From an optimization exercise on the open Yosys and OpenROAD flow, aimed at small area; shortcuts taken in it are not production practice.
In this exercise RTL edits were held to simulation tests only and were not proved equivalent to the original.
No activity file was given, so power comes from the tool's default toggle rates.

Setup of v11:
// toeplitz_p
module toeplitz_p #(
 parameter BS = 64,
 parameter N = 256,
 parameter L = 128,
 parameter WIDTH = 8
)
(
input wire clk,
input wire reset,
input wire [WIDTH-1:0] data,
output reg [L-1:0] q,
output reg qstrobe  
);
==> flow/config.mk <==
export PLATFORM = sky130hd
export DESIGN_NAME = toeplitz_p
export DESIGN_NICKNAME = toeplitz_p
export VERILOG_FILES = /design/flow/design.v
export SDC_FILE = /design/flow/constraint.sdc
export NUM_CORES = 4
export LEC_CHECK = 0
export ABC_AREA = 0
export CAP_MARGIN = 20
export CORE_MARGIN = 2
export CORE_UTILIZATION = 50
export GPL_TIMING_DRIVEN = 0
export SLEW_MARGIN = 20
export SYNTH_HIERARCHICAL = 1
==> flow/constraint.sdc <==
create_clock -name core_clock -period 5.0 [get_ports {clk}]
set_input_delay 1.0000 -clock core_clock [delete_from_list [all_inputs] [get_ports {clk}]]
set_output_delay 1.0000 -clock core_clock [all_outputs]
set_load 0.01 [all_outputs]
standard.sh (not shown) runs the stock make flow with config.mk's settings and CLKGATE_MAP_FILE= SYNTH_SCRIPT=/design/flow/synth_recipe.tcl, a recipe that flattens the netlist after the stock synthesis.
==> flow/flow/run.sh <==
#!/bin/bash
# The standard layout, with two changes that only pick smaller cells:
# the port buffers are buf_1, and clock tree synthesis uses clkbuf_4 in clusters of up to 9 sinks
# without dummy loads. make's full output goes to flow.log here; each
# tool's own log is under orfs/logs/.
set -euo pipefail
export BUFFER_PORTS_ARGS="-buffer_cell sky130_fd_sc_hd__buf_1"
export CTS_ARGS="-sink_clustering_enable -repair_clock_nets -dont_use_dummy_load -buf_list sky130_fd_sc_hd__clkbuf_4 -sink_clustering_size 9 -sink_clustering_max_diameter 60"
bash standard.sh finish > flow.log 2>&1
[v11] flow finished | final checks: failed | reasons: setup timing
Input-level comparison between v14 and v11:
diff --git a/flow/config.mk b/flow/config.mk
--- a/flow/config.mk
+++ b/flow/config.mk
@@ -11,2 +11,2 @@
-export CORE_UTILIZATION = 50
-export GPL_TIMING_DRIVEN = 0
+export CORE_UTILIZATION = 70
+export GPL_TIMING_DRIVEN = 1
Findings:
The last element of the critical path comes out q[51]$_DFFE_PP_ in one run and q[12]$_DFFE_PP_ in the other, namely in v11 and v14 respectively. v14 | status: complete | timing, DRC, antenna: pass. v14 vs. v11: global routing usage on met2 went up by 19 points. | number of antenna repair diodes | lower: v11 |. v14 falls short of v11 in number of vias in the routed layout. Diff v11 -> v14: fmax increased by 35% relative to the old numbers; share of power burned in the clock network closely matched the old numbers; final instance area decreased by 3.4% relative to the old numbers; internal power of the cells closely matched the old numbers; worst hold slack decreased by 0.027 ns relative to the old numbers. v11 → v14: sequential share of cell area has increased, total power of the final layout now sits higher.
## Diff of input files: v12 against v14
==> flow/flow/run.sh <==
#!/bin/bash
# The standard layout, with changes that only pick smaller cells:
# the port buffers are buf_1; clock tree synthesis uses clkbuf_4 in
# clusters of up to 9 sinks, without dummy loads; and after the
# placement's design repair, gates with slack to spare are sized down
# (recover.tcl). make's full output goes to flow.log here; each tool's
# own log is under orfs/logs/.
set -euo pipefail
here=$(cd "$(dirname "$0")" && pwd)
export BUFFER_PORTS_ARGS="-buffer_cell sky130_fd_sc_hd__buf_1"
export CTS_ARGS="-sink_clustering_enable -repair_clock_nets -dont_use_dummy_load -buf_list sky130_fd_sc_hd__clkbuf_4 -sink_clustering_size 9 -sink_clustering_max_diameter 60"
export POST_RESIZE_TCL="$here/recover.tcl"
bash standard.sh finish > flow.log 2>&1
==> flow/flow/recover.tcl (new file) <==
# Run after the placement's design repair (POST_RESIZE hook): size down
# the gates that have timing slack to spare, to recover area.
estimate_parasitics -placement
repair_timing -recover_power 100
## What came out
Diff v12..v14 | clock-cell share of area | negligible. v12 vs. v14: placed instance area went down by 0.88%; signed area change from the synthesized netlist to the final layout went down by 0.73 points; number of buffers and inverters on the critical path went up by 1; wire length went down by about 0.45%.
Edits applied to the flow inputs when going from v12 to v2:
diff --git a/flow/flow/run.sh b/flow/flow/run.sh
--- a/flow/flow/run.sh
+++ b/flow/flow/run.sh
@@ -4 +4 @@
-# clusters of up to 9 sinks, without dummy loads; and after the
+# clusters of up to 8 sinks, without dummy loads; and after the
@@ -11 +11 @@
-export CTS_ARGS="-sink_clustering_enable -repair_clock_nets -dont_use_dummy_load -buf_list sky130_fd_sc_hd__clkbuf_4 -sink_clustering_size 9 -sink_clustering_max_diameter 60"
+export CTS_ARGS="-sink_clustering_enable -repair_clock_nets -dont_use_dummy_load -buf_list sky130_fd_sc_hd__clkbuf_4 -sink_clustering_size 8 -sink_clustering_max_diameter 60"
Findings:
Between v12 and v2, the filler cell count is higher for v2.
Cmp v2 vs v12: area overhead of the layout relative to synthesis higher in v2
Of v12 and v2, v2 shows the higher met2 wirelength from detailed routing, with v12 below it.

==> static timing again, ports no longer ideal <==
No port has a modelled driver above. Below, the same layouts with a new extraction and two added sets of constraints. Step 1, drivers: a clkbuf_16 drives clk and a buf_2 each remaining input, both assumed. Step 2 also shifts input and output timing later by t, the mid clock arrival at the registers, as if the neighbouring blocks saw the same clock. a / b / c = no drivers / after step 1 / after step 2; a / b = the first two.
run | t, ns | setup WS [ns] | worst hold slack (ns) | worst setup path at the end | worst slew at a driven data input, ns
v11 | 0.661 | -0.039 / -0.024 / -0.686 | 0.454 / 0.454 / 0.454 | input to register | 0.04
v14 | 0.671 | 1.255 / 1.264 / 0.592 | 0.427 / 0.427 / 0.427 | input to register | 0.05
v12 | 0.653 | 0.687 / 0.699 / 0.046 | 0.461 / 0.461 / 0.461 | input to register | 0.05
v2 | 0.683 | 0.825 / 0.838 / 0.154 | 0.448 / 0.448 / 0.448 | input to register | 0.05
The setup slack of v2, which loses most, moves by +0.013 ns with the drivers and by -0.671 ns with both steps.
